Context: an optimization exercise on an open-source flow, tuned for small area, a short achievable clock period and few clock cycles per item. The choices shown serve that exercise and are no tape-out recipe.
RTL that was checked went through simulation tests only; none was proved equivalent to the original.
No activity file was given, so power comes from the tool's default toggle rates.

Setup of the previous run:
## division_float_32
module division_float_32(clock, start, operand1, operand2, result, finish, illegal);
Size in the first run: roughly 1100 cells after synthesis, ~85 flip-flops, ~100 I/O pins, roughly 0.0069 mm^2 of cells after synthesis.
Settings: LEC_CHECK=0, ABC_AREA=1, CAP_MARGIN=20, CORE_MARGIN=2, CORE_UTILIZATION=65, SETUP_SLACK_MARGIN=1.9, SLEW_MARGIN=20; clock period 5.5 ns.
standard.sh (not shown) runs the stock make flow with config.mk's settings and CLKGATE_MAP_FILE= SYNTH_SCRIPT=/design/flow/synth_recipe.tcl, a recipe that flattens the netlist after the stock synthesis.
==> flow/flow/run.sh <==
#!/bin/bash
# The standard layout (standard.sh: the standard synthesis and ORFS flow),
# with plain buffers (sky130_fd_sc_hd__buf_1) on the ports instead of the
# default delay-cell buffers. make's full output goes to standard_flow.log;
# ORFS keeps each step's own log under orfs/logs/.
set -euo pipefail
bash standard.sh BUFFER_PORTS_ARGS="-buffer_cell sky130_fd_sc_hd__buf_1" finish > standard_flow.log 2>&1
The previous run: done, clean on timing, DRC and antenna
Testbench counts of the previous run, summed over its fixed seeds: cycles 26,624, items 2,048.
#### Input delta (the current run over the previous run)
-- flow/design.v --
<<< the previous run, line 6
	output finish;
	output illegal;
	wire [23:0] m1 = {1'b1, operand1[22:0]};    
	wire [23:0] m2 = {1'b1, operand2[22:0]};    
	wire        big = ge23(operand1[22:0], operand2[22:0]);    
	wire [9:0]  u   = {2'b0, operand1[30:23]} + {2'b0, ~operand2[30:23]} + 10'd128;
>>> the current run, line 6
	output finish;
	output illegal;
	wire [23:0] m1 = {1'b1, operand1[22:0]};
	wire [23:0] m2 = {1'b1, operand2[22:0]};
	wire        big = ge23(operand1[22:0], operand2[22:0]);    
	wire [9:0]  u   = {2'b0, operand1[30:23]} + {2'b0, ~operand2[30:23]} + 10'd128;
<<< the previous run, line 165
	reg  [3:0]  cnt;
	wire done = (cnt == 4'd12);
	wire [25:0] t0 = step(r, d, L[22]);
	wire [25:0] t1 = step(t0[24:0], d, L[21]);
	always @(posedge clock) begin
		if (start)
			r <= big ? {1'b0, m1} : {m1, 1'b0};
		else
			r <= t1[24:0];
		if (start) begin
			L   <= big ? {1'b0, m2[23:2]} : m2[23:1];
			cnt <= 4'd0;
		end else if (!done) begin
			L   <= {L[20:0], t0[25] & ~zero_r, t1[25] & ~zero_r};
			cnt <= cnt + 4'd1;
		end
	end
	assign result = {sign_r, exp_r, L};
	assign finish = done;
	assign illegal = (operand2 == 32'd0);
>>> the current run, line 165
	reg  [3:0]  cnt;
	wire done = (cnt == 4'd12);
	wire [25:0] s0 = step(r, d, L[22]);
	wire [25:0] s1 = step(s0[24:0], d, L[21]);
	always @(posedge clock) begin
		if (start)
			r <= big ? {1'b0, m1} : {m1, 1'b0};
		else
			r <= s1[24:0];
		if (start) begin
			L   <= big ? {1'b0, m2[23:2]} : m2[23:1];
			cnt <= 4'd0;
		end else if (!done) begin
			L   <= {L[20:0], s0[25], s1[25]};
			cnt <= cnt + 4'd1;
		end
	end
	assign result = {sign_r, exp_r, L & {23{~zero_r}}};
	assign finish = done;
	assign illegal = (operand2 == 32'd0);
## What came out
Diff the previous run -> the current run: sum of internal, switching and leakage power down 0.000036 W, final standard cell area without fillers up 1.7%.
Taking the previous run as the reference, in the current run filler cell count now sits higher, placeable core area now sits higher, number of setup buffers added after CTS now sits higher, initial core utilization now sits lower.
The launch point of the worst path comes out operand1[1] in one run and r[0] in the other, namely in the previous run and the current run respectively.
Testbench counts of the current run, summed over its fixed seeds: cycles 26,624, items 2,048.

* * *

The RTL this note starts from:
==> flow/design.v <==
module division_float_32(clock, start, operand1, operand2, result, finish, illegal);
	input clock;
	input start;
	input [31:0] operand1, operand2;
	output [31:0] result;
	output finish;
	output illegal;
	wire [23:0] m1 = {1'b1, operand1[22:0]};
	wire [23:0] m2 = {1'b1, operand2[22:0]};
	wire        big = operand1[22:0] >= operand2[22:0];    
	wire [23:0] m2d = m2 - 24'd1;                          
	reg  [7:0]  exp_r;
	reg         zero_r, sign_r;
	reg  [22:0] d;
	always @(posedge clock) begin
		d <= operand2[22:0];
		exp_r  <= (({1'b0, operand1[30:23]} + 9'd127) < {1'b0, operand2[30:23]} || operand1 == 32'd0) ? 8'd0 :
		          operand1[30:23] + ~operand2[30:23] + 8'd127 + {7'd0, big};
		zero_r <= (operand1 == 32'd0);
		sign_r <= (operand1[31] ^ operand2[31]) & (operand1 != 32'd0);
	end
	function automatic [25:0] step(input [24:0] r, input [22:0] dd, input inj);
		reg [25:0] c;
		begin
			c = {1'b0, r} - {2'b01, dd};
			step = c[25] ? {1'b0, r[23:0], inj} : {1'b1, c[23:0], inj};
		end
	endfunction
	reg  [24:0] r;       
	reg  [22:0] L;       
	reg  [3:0]  cnt;
	wire done = (cnt == 4'd12);
	wire [25:0] s0 = step(r, d, L[22]);
	wire [25:0] s1 = step(s0[24:0], d, L[21]);
	always @(posedge clock) begin
		if (start)
			r <= big ? {1'b0, m1} : {m1, 1'b0};
		else
			r <= s1[24:0];
		if (start) begin
			L   <= big ? {1'b0, m2d[23:2]} : m2d[23:1];
			cnt <= 4'd0;
		end else if (!done) begin
			L   <= {L[20:0], s0[25], s1[25]};
			cnt <= cnt + 4'd1;
		end
	end
	assign result = {sign_r, exp_r, L & {23{~zero_r}}};
	assign finish = done;
	assign illegal = (operand2 == 32'd0);
endmodule
clock: 5.5 ns
lec_check: 0
cap_margin: 20
core_margin: 2
core_utilization: 40
slew_margin: 20
run.sh (not shown) runs the stock make flow with config.mk's settings and CLKGATE_MAP_FILE= SYNTH_SCRIPT=/design/flow/synth_recipe.tcl, a recipe that flattens the netlist after the stock synthesis.
Stock flow here: none of the scripts above is used.
Then changed:
==> flow/design.v (replaced) <==
module division_float_32(clock, start, operand1, operand2, result, finish, illegal);
	input clock;
	input start;
	input [31:0] operand1, operand2;
	output [31:0] result;
	output finish;
	output illegal;
	wire [23:0] m1 = {1'b1, operand1[22:0]};
	wire [23:0] m2 = {1'b1, operand2[22:0]};
	reg  [25:0] d3;
	reg  [7:0]  exp_r;
	reg         unf_r, zero_r, sign_r;
	always @(posedge clock) begin
		d3     <= {1'b0, m2, 1'b0} + {2'b0, m2};
		exp_r  <= 8'd127 + operand1[30:23] - operand2[30:23];
		unf_r  <= ({1'b0, operand1[30:23]} + 9'd127) < {1'b0, operand2[30:23]};
		zero_r <= (operand1 == 32'd0);
		sign_r <= operand1[31] ^ operand2[31];
	end
	reg  [25:1] x;
	reg  [26:0] q;
	wire done = q[26];
	wire [26:0] c1 = {1'b0, x, 1'b0} - {3'b0, m2};
	wire [26:0] c2 = {1'b0, x, 1'b0} - {2'b0, m2, 1'b0};
	wire [26:0] c3 = {1'b0, x, 1'b0} - {1'b0, d3};
	wire ge1 = ~c1[26];
	wire ge2 = ~c2[26];
	wire ge3 = ~c3[26];
	wire [1:0] dig = ge3 ? 2'd3 : ge2 ? 2'd2 : ge1 ? 2'd1 : 2'd0;
	wire [23:0] w = ge3 ? c3[23:0] : ge2 ? c2[23:0] : ge1 ? c1[23:0] : {x[23:1], 1'b0};
	always @(posedge clock) begin
		if (start) begin
			x <= {1'b0, m1};
			q <= 27'd1;
		end else if (!done) begin
			x <= {w, 1'b0};
			q <= {q[24:0], dig};
		end
	end
	wire [24:0] Q = q[25:1];
	wire rnd = q[0] & (x[25:2] != 24'd0);
	wire [25:0] Qr = {1'b0, Q} + rnd;
	wire [22:0] frac = Qr[24] ? Qr[23:1] : Qr[22:0];
	wire [7:0] expo = unf_r ? 8'd0 : (Qr[24] ? exp_r : exp_r - 8'd1);
	assign result = zero_r ? 32'd0 : {sign_r, expo, frac};
	assign finish = done;
	assign illegal = (operand2 == 32'd0);
endmodule
- cell area increases by 17%
- global-route usage went up by 1.4 points
- total power falls by 8.0%
- hold slack gains 0.020 ns
- wire length climbs by 24%
- synthesized cell count grows by 27%
- clock-buffer cell count is unchanged
- worst setup slack got worse by 0.18 ns
Function was not checked in any run of this note: the RTL went through the layout flow alone.

* * *

Another version of the RTL of division_float_32 (not shown whole).
For scale: ~1300 cells after synthesis, about 85 flip-flops, roughly 100 I/O pins, about 0.0086 mm² of cells after synthesis.
==> module division_float_32, before the edit <==
module division_float_32(clock, start, operand1, operand2, result, finish, illegal);
	input clock;
	input start;
	input [31:0] operand1, operand2;
	output [31:0] result;
	output finish;
	output illegal;
	wire [23:0] m1 = {1'b1, operand1[22:0]};
	wire [23:0] m2 = {1'b1, operand2[22:0]};
	wire        big = operand1[22:0] >= operand2[22:0];    
	reg  [7:0]  exp_r;
	reg         zero_r, sign_r;
	reg  [22:0] d;
	always @(posedge clock) begin
		d <= operand2[22:0];
		exp_r  <= (({1'b0, operand1[30:23]} + 9'd127) < {1'b0, operand2[30:23]} || operand1 == 32'd0) ? 8'd0 :
		          operand1[30:23] + ~operand2[30:23] + 8'd127 + {7'd0, big};
		zero_r <= (operand1 == 32'd0);
		sign_r <= (operand1[31] ^ operand2[31]) & (operand1 != 32'd0);
	end
	function automatic [25:0] step(input [24:0] r, input [22:0] dd, input inj);
		reg [25:0] c;
		reg [31:0] gt, eq;
		reg [24:0] b;
		reg ge;
		reg [12:0] lo;
		reg [13:0] h0, h1, hi;
		integer i, s;
		begin
			gt = 0; eq = 0;
			c = {1'b0, r} - {2'b01, dd};
			step = c[25] ? {1'b0, r[23:0], inj} : {1'b1, c[23:0], inj};
		end
	endfunction
	reg  [24:0] r;
	reg  [22:0] L;
	reg  [3:0]  cnt;
	wire done = (cnt == 4'd12);
	wire [25:0] s0 = step(r, d, L[22]);
	wire [25:0] s1 = step(s0[24:0], d, L[21]);
	always @(posedge clock) begin
		if (start)
			r <= big ? {1'b0, m1} : {m1, 1'b0};
		else
			r <= s1[24:0];
		if (start) begin
			L   <= big ? {1'b0, m2[23:2]} : m2[23:1];
			cnt <= 4'd0;
		end else if (!done) begin
			L   <= {L[20:0], s0[25], s1[25]};
			cnt <= cnt + 4'd1;
		end
	end
	assign result = {sign_r, exp_r, L & {23{~zero_r}}};
	assign finish = done;
	assign illegal = (operand2 == 32'd0);
endmodule
export LEC_CHECK = 0
export ABC_AREA = 1
export CAP_MARGIN = 20
export CORE_MARGIN = 2
export CORE_UTILIZATION = 55
export SLEW_MARGIN = 20
create_clock -name core_clock -period 5.5 [get_ports {clock}]
standard.sh (not shown) runs the stock make flow with config.mk's settings and CLKGATE_MAP_FILE= SYNTH_SCRIPT=/design/flow/synth_recipe.tcl, a recipe that flattens the netlist after the stock synthesis.
==> flow/flow/run.sh <==
#!/bin/bash
# The standard layout, with plain buffers (sky130_fd_sc_hd__buf_1) on the
# ports instead of the default delay-cell buffers.
set -euo pipefail
bash standard.sh BUFFER_PORTS_ARGS="-buffer_cell sky130_fd_sc_hd__buf_1" finish > standard_flow.log 2>&1
Testbench counts at the start, summed over its fixed seeds: cycles 26,624, items 2,048.
Rerun with:
--- a/flow/design.v
+++ b/flow/design.v
@@ -20,15 +20,17 @@
 	end
 	function automatic [25:0] step(input [24:0] r, input [22:0] dd, input inj);
+		reg [24:0] b, g, p, G, P, G2, P2;
 		reg [25:0] c;
-		reg [31:0] gt, eq;
-		reg [24:0] b;
-		reg ge;
-		reg [12:0] lo;
-		reg [13:0] h0, h1, hi;
+		reg [23:0] diff;
 		integer i, s;
 		begin
-			gt = 0; eq = 0;
-			c = {1'b0, r} - {2'b01, dd};
-			step = c[25] ? {1'b0, r[23:0], inj} : {1'b1, c[23:0], inj};
+			b = {1'b1, 1'b0, ~dd};
+			g = r & b;
+			p = r | b;
+			G = g; P = p; G[0] = g[0] | p[0]; P[0] = 1'b0;
+			for (s = 1; s < 25; s = s * 2) begin G2 = G; P2 = P; for (i = 0; i < 25; i = i + 1) if ((i / s) % 2 == 1) begin G2[i] = G[i] | (P[i] & G[(i/s)*s-1]); P2[i] = P[i] & P[(i/s)*s-1]; end G = G2; P = P2; end
+			c = {G, 1'b1};
+			diff = r[23:0] ^ ({24{c[25]}} & (b[23:0] ^ c[23:0]));
+			step = {c[25], diff, inj};
 		end
 	endfunction
What happened: The new run finished clean. Area after synthesis is lower by 7.3%. Via count came out lower by 9.2%. Fmax grows by 12%. Total power falls by 15%. First-iteration DRC count barely changes. Die area is lower by 7.1%. Register-to-register slack gets better by 600 ps. Critical path depth is lower by 2. Wire length came out lower by 19%. Synthesized cell count goes down by 4.7%.
No functional check of the RTL was part of the second run of this note.

==> separate check: timing with driven ports <==
No port has a modelled driver above. Below, the same layouts with a new extraction and two added sets of constraints.
Step 1, drivers: a clkbuf_16 drives clock and a buf_2 each remaining input, both assumed.
Step 2 times the ports against the registers' clock, not the clock port: input delays grow and output delays shrink by t, the midpoint of the rising clock arrivals with the driver on.
Slacks: ideal ports / drivers / drivers and shift; pairs: ideal ports / drivers.
| run | t (ns) | slack for setup (ns) | hold WS [ns] | pins driven straight from the clock port |
|---|---|---|---|---|
| the previous run | 0.403 | 2.016 / 2.030 / 1.626 | 0.488 / 0.488 / 0.488 | 1 |
| the current run | 0.411 | 2.124 / 2.105 / 1.737 | 0.476 / 0.476 / 0.476 | 1 |
| the first run of note 2 | 0.392 | 0.377 / 0.377 / 0.377 | 0.507 / 0.507 / 0.507 | 1 |
| the second run of note 2 | 0.401 | 0.202 / 0.154 / 0.312 | 0.526 / 0.526 / 0.526 | 1 |
| the first run of note 3 | 0.400 | 1.031 / 1.031 / 1.031 | 0.465 / 0.465 / 0.465 | 1 |
| the second run of note 3 | 0.389 | 1.507 / 1.526 / 1.137 | 0.496 / 0.496 / 0.496 | 1 |
After both steps setup and hold are still met in every run listed. For the previous run, which loses most, drivers alone change the setup slack by +0.014 ns; drivers and shift together by -0.390 ns.
